This is an optimization exercise on Yosys and OpenROAD, whose aim is small area, not a production implementation. RTL that was checked went through simulation tests only; none was proved equivalent to the original.

old:
// cordic_oscillator
module cordic_oscillator (
    input  wire               clk,
    input  wire               rst,
    input  wire               ce,
    input  wire signed [31:0] tuning_word,
    output wire signed [15:0] sin_out,
    output wire signed [15:0] cos_out,
    output wire               valid_out
);
Settings: LEC_CHECK=0, ABC_AREA=1, CAP_MARGIN=20, CORE_MARGIN=2, CORE_UTILIZATION=40, CTS_BUF_LIST=sky130_fd_sc_hd__clkbuf_8, CTS_CLUSTER_DIAMETER=60, CTS_CLUSTER_SIZE=16, SLEW_MARGIN=20; clock period 5.5 ns.
run.sh (not shown) runs the stock make flow with config.mk's settings and CLKGATE_MAP_FILE= SYNTH_SCRIPT=/design/flow/synth_recipe.tcl, a recipe that flattens the netlist after the stock synthesis.
old finished every step from synthesis to the final layout, and the layout passed the timing, design-rule and antenna checks.
The following lists how new was set up differently from old:
-- flow/design.v --
<<< old, line 158
    wire signed [13:0] z_4 = z_3_q2 + (d_3 ? 14'sd8149 : -14'sd8149);
    wire [0:0] d_4 = z_4[13];
    wire signed [12:0] z_5 = z_4 + (d_4 ? 13'sd4090 : -13'sd4090);
    wire [0:0] d_5 = z_5_q3[12];
    wire signed [11:0] z_6 = z_5_q3 + (d_5 ? 12'sd2047 : -12'sd2047);
    wire [0:0] d_6 = z_6[11];
    wire signed [10:0] z_7 = z_6 + (d_6 ? 11'sd1023 : -11'sd1023);
    wire [0:0] d_7 = z_7_q4[10];
    wire signed [10:0] z_8 = z_7_q4 + (d_7 ? 11'sd511 : -11'sd511);
    wire [0:0] d_8 = z_8[10];
    wire signed [9:0] z_9 = z_8 + (d_8 ? 10'sd255 : -10'sd255);
    wire [0:0] d_9 = z_9_q5[9];
    wire signed [8:0] z_10 = z_9_q5 + (d_9 ? 9'sd127 : -9'sd127);
>>> new, line 158
    wire signed [13:0] z_4 = z_3_q2 + (d_3 ? 14'sd8149 : -14'sd8149);
    wire [0:0] d_4 = z_4[13];
    wire signed [12:0] zpa_3 = z_3_q2 + (d_3 ? 13'sd12239 : -13'sd4059);
    wire signed [12:0] zpb_3 = z_3_q2 + (d_3 ? 13'sd4059 : -13'sd12239);
    wire signed [12:0] z_5 = d_4 ? zpa_3 : zpb_3;
    wire [0:0] d_5 = z_5_q3[12];
    wire signed [11:0] z_6 = z_5_q3 + (d_5 ? 12'sd2047 : -12'sd2047);
    wire [0:0] d_6 = z_6[11];
    wire signed [10:0] zpa_5 = z_5_q3 + (d_5 ? 11'sd3070 : -11'sd1024);
    wire signed [10:0] zpb_5 = z_5_q3 + (d_5 ? 11'sd1024 : -11'sd3070);
    wire signed [10:0] z_7 = d_6 ? zpa_5 : zpb_5;
    wire [0:0] d_7 = z_7_q4[10];
    wire signed [10:0] z_8 = z_7_q4 + (d_7 ? 11'sd511 : -11'sd511);
    wire [0:0] d_8 = z_8[10];
    wire signed [9:0] zpa_7 = z_7_q4 + (d_7 ? 10'sd766 : -10'sd256);
    wire signed [9:0] zpb_7 = z_7_q4 + (d_7 ? 10'sd256 : -10'sd766);
    wire signed [9:0] z_9 = d_8 ? zpa_7 : zpb_7;
    wire [0:0] d_9 = z_9_q5[9];
    wire signed [8:0] z_10 = z_9_q5 + (d_9 ? 9'sd127 : -9'sd127);
[summary]
- [compare] base=old new=new: final critical-path share of the clock period fell by 0.52 points, proportion of synthesized chip area in sequential cells rose by 0.48 points, met2 track demand over resource in global routing rose by 0.67 points.
- Diff old -> new | instance count after placement with tap cells included | down by a few percent
- Changes observed in new relative to old: number of multi-input combinational cells saw a decrease, sequential share of layout area now sits higher, total area of sequential cells flat.
- Cell area after layout was higher in the run labelled old.
- new vs old on setup slack of the critical path after layout: new is the higher one.
No functional check of the RTL was part of old.

* * *

cordic_oscillator, a different RTL version from the one above (not shown whole).
Size in the first run: roughly 4700 cells after synthesis, about 260 flip-flops, ~68 I/O pins.
clock: 5.5 ns
lec_check: 0
abc_area: 1
cap_margin: 20
core_margin: 2
core_utilization: 40
cts_buf_list: sky130_fd_sc_hd__clkbuf_8
cts_cluster_diameter: 60
cts_cluster_size: 16
slew_margin: 20
The starting point finished but fails on setup timing.
Change:
--- a/flow/design.v
+++ b/flow/design.v
@@ -401,47 +401,37 @@
     wire signed [3:0] rx_15 = rxe_14 + (ox_14 ^ mx_14) + cx_14;
     wire signed [3:0] ry_15 = rye_14 + (oy_14 ^ my_14) + cy_14;
     wire signed [13:0] xh_p7 = xh7 + 14'sd1, xh_m7 = xh7 - 14'sd1;
     wire signed [13:0] xs_15 = rx_15[3] ? xh_m7 : rx_15[2] ? xh_p7 : xh7;
     wire signed [13:0] yh_p7 = yh7 + 14'sd1, yh_m7 = yh7 - 14'sd1;
     wire signed [13:0] ys_15 = ry_15[3] ? yh_m7 : ry_15[2] ? yh_p7 : yh7;
     wire dn_15 = ~d_15;
     wire signed [3:0] mx_15 = {4{dn_15_q7}}, my_15 = {4{d_15_q7}};
     wire signed [3:0] ox_15 = ys_15 >>> 13, oy_15 = xs_15 >>> 13;
     wire signed [3:0] cx_15 = {3'd0, dn_15_q7}, cy_15 = {3'd0, d_15_q7};
     wire signed [3:0] rx_16 = rx_15 + (ox_15 ^ mx_15) + cx_15;
     wire signed [3:0] ry_16 = ry_15 + (oy_15 ^ my_15) + cy_15;
-    wire signed [13:0] xh_m27 = xh7 - 14'sd2;
-    wire x_z = rx_16[1:0] == 2'd0;
-    wire [1:0] x_eff = {rx_16[3], rx_16[2]} - {1'b0, negx_q7 & x_z};
-    reg signed [13:0] x_hv;
-    always @* case (x_eff) 2'b10: x_hv = xh_m27; 2'b11: x_hv = xh_m7; 2'b01: x_hv = xh_p7; default: x_hv = xh7; endcase
-    wire [1:0] x_lo = (rx_16[1:0] ^ {2{negx_q7}}) + {1'd0, negx_q7};
-    wire [15:0] x_fin = {x_hv ^ {14{negx_q7}}, x_lo};
-    wire signed [13:0] yh_m27 = yh7 - 14'sd2;
-    wire y_z = ry_16[1:0] == 2'd0;
-    wire [1:0] y_eff = {ry_16[3], ry_16[2]} - {1'b0, negy_q7 & y_z};
-    reg signed [13:0] y_hv;
-    always @* case (y_eff) 2'b10: y_hv = yh_m27; 2'b11: y_hv = yh_m7; 2'b01: y_hv = yh_p7; default: y_hv = yh7; endcase
-    wire [1:0] y_lo = (ry_16[1:0] ^ {2{negy_q7}}) + {1'd0, negy_q7};
-    wire [15:0] y_fin = {y_hv ^ {14{negy_q7}}, y_lo};
-    always @* begin
-        x_out = x_fin;
-        y_out = y_fin;
+    wire signed [13:0] xs_16 = rx_16[3] ? xh_m7 : rx_16[2] ? xh_p7 : xh7;
+    wire signed [13:0] ys_16 = ry_16[3] ? yh_m7 : ry_16[2] ? yh_p7 : yh7;
+    wire signed [15:0] x_16 = {xs_16, rx_16[1:0]};
+    wire signed [15:0] y_16 = {ys_16, ry_16[1:0]};
+    always @(posedge clk) begin
+        x_out <= negx_q7 ? -x_16 : x_16;
+        y_out <= negy_q7 ? -y_16 : y_16;
     end
-    reg [2:0] vcnt;
+    reg [3:0] vcnt;
     always @(posedge clk)
         if (rst) vcnt <= 0;
-        else if (vcnt != 7) vcnt <= vcnt + 1'b1;
-    assign valid_out = vcnt == 7;
+        else if (vcnt != 8) vcnt <= vcnt + 1'b1;
+    assign valid_out = vcnt == 8;
 endmodule
 module add_rca #(parameter W = 16) (
     input  wire [W-1:0] a,
     input  wire [W-1:0] b,
     input  wire         ci,
     output wire [W-1:0] s
 );
     wire [W:0] c;
     assign c[0] = ci;
     genvar i;
     generate
         for (i = 0; i < W; i = i + 1) begin : bit_
- With this change the flow completed without violations
- flip-flop and latch count rises by 33
- routed wire length is lower by 7.1%
- cell area went down by 3.1%
- clock-buffer cell count decreases by 1
- first-iteration DRC count went up by 26%
- core utilization went down by 2.5 points
- setup slack gains 0.67 ns
- critical path depth increases by 4
- worst hold slack improves by 0.0097 ns
- synthesized area grows by 2.3%
- final cell count came out lower by 1.5%
- via count came out lower by 1.3%
Only the layout flow was run in the first run of this note; the RTL was not checked for function there.

port drivers added, routing unchanged:
The results above use ideal ports. As a check the final layouts listed here were re-extracted and re-timed, cells and wires unchanged. Step 1 sets driving cells, clkbuf_16 on the clock port and buf_2 on the other inputs (assumed; they add their load-dependent delay and slew). Step 2 adds t to the input delays and takes it off the output delays; t is the mean of the earliest and latest rising clock arrival at the registers after step 1. Input paths then give back, and output paths get back, about the clock's delay inside the block. Slacks: ideal / step 1 / step 2; pairs: ideal / step 1.
run	t (ns)	setup slack, ns	worst setup path after step 2	slew at the worst register clock pin (ns)
old	0.650	0.277 / 0.277 / -0.211	input to register	0.10 / 0.10
new	0.665	0.306 / 0.306 / -0.183	input to register	0.09 / 0.09
the first run of note 2	0.663	-0.417 / -0.473 / -0.182	input to register	0.10 / 0.10
the second run of note 2	0.666	0.248 / 0.248 / -0.194	input to register	0.09 / 0.09
With both steps, setup timing fails in old, new and the second run of note 2, where it was met with ideal ports. For new, which loses most, drivers alone change the setup slack by 0.000 ns; drivers and shift together by -0.489 ns.
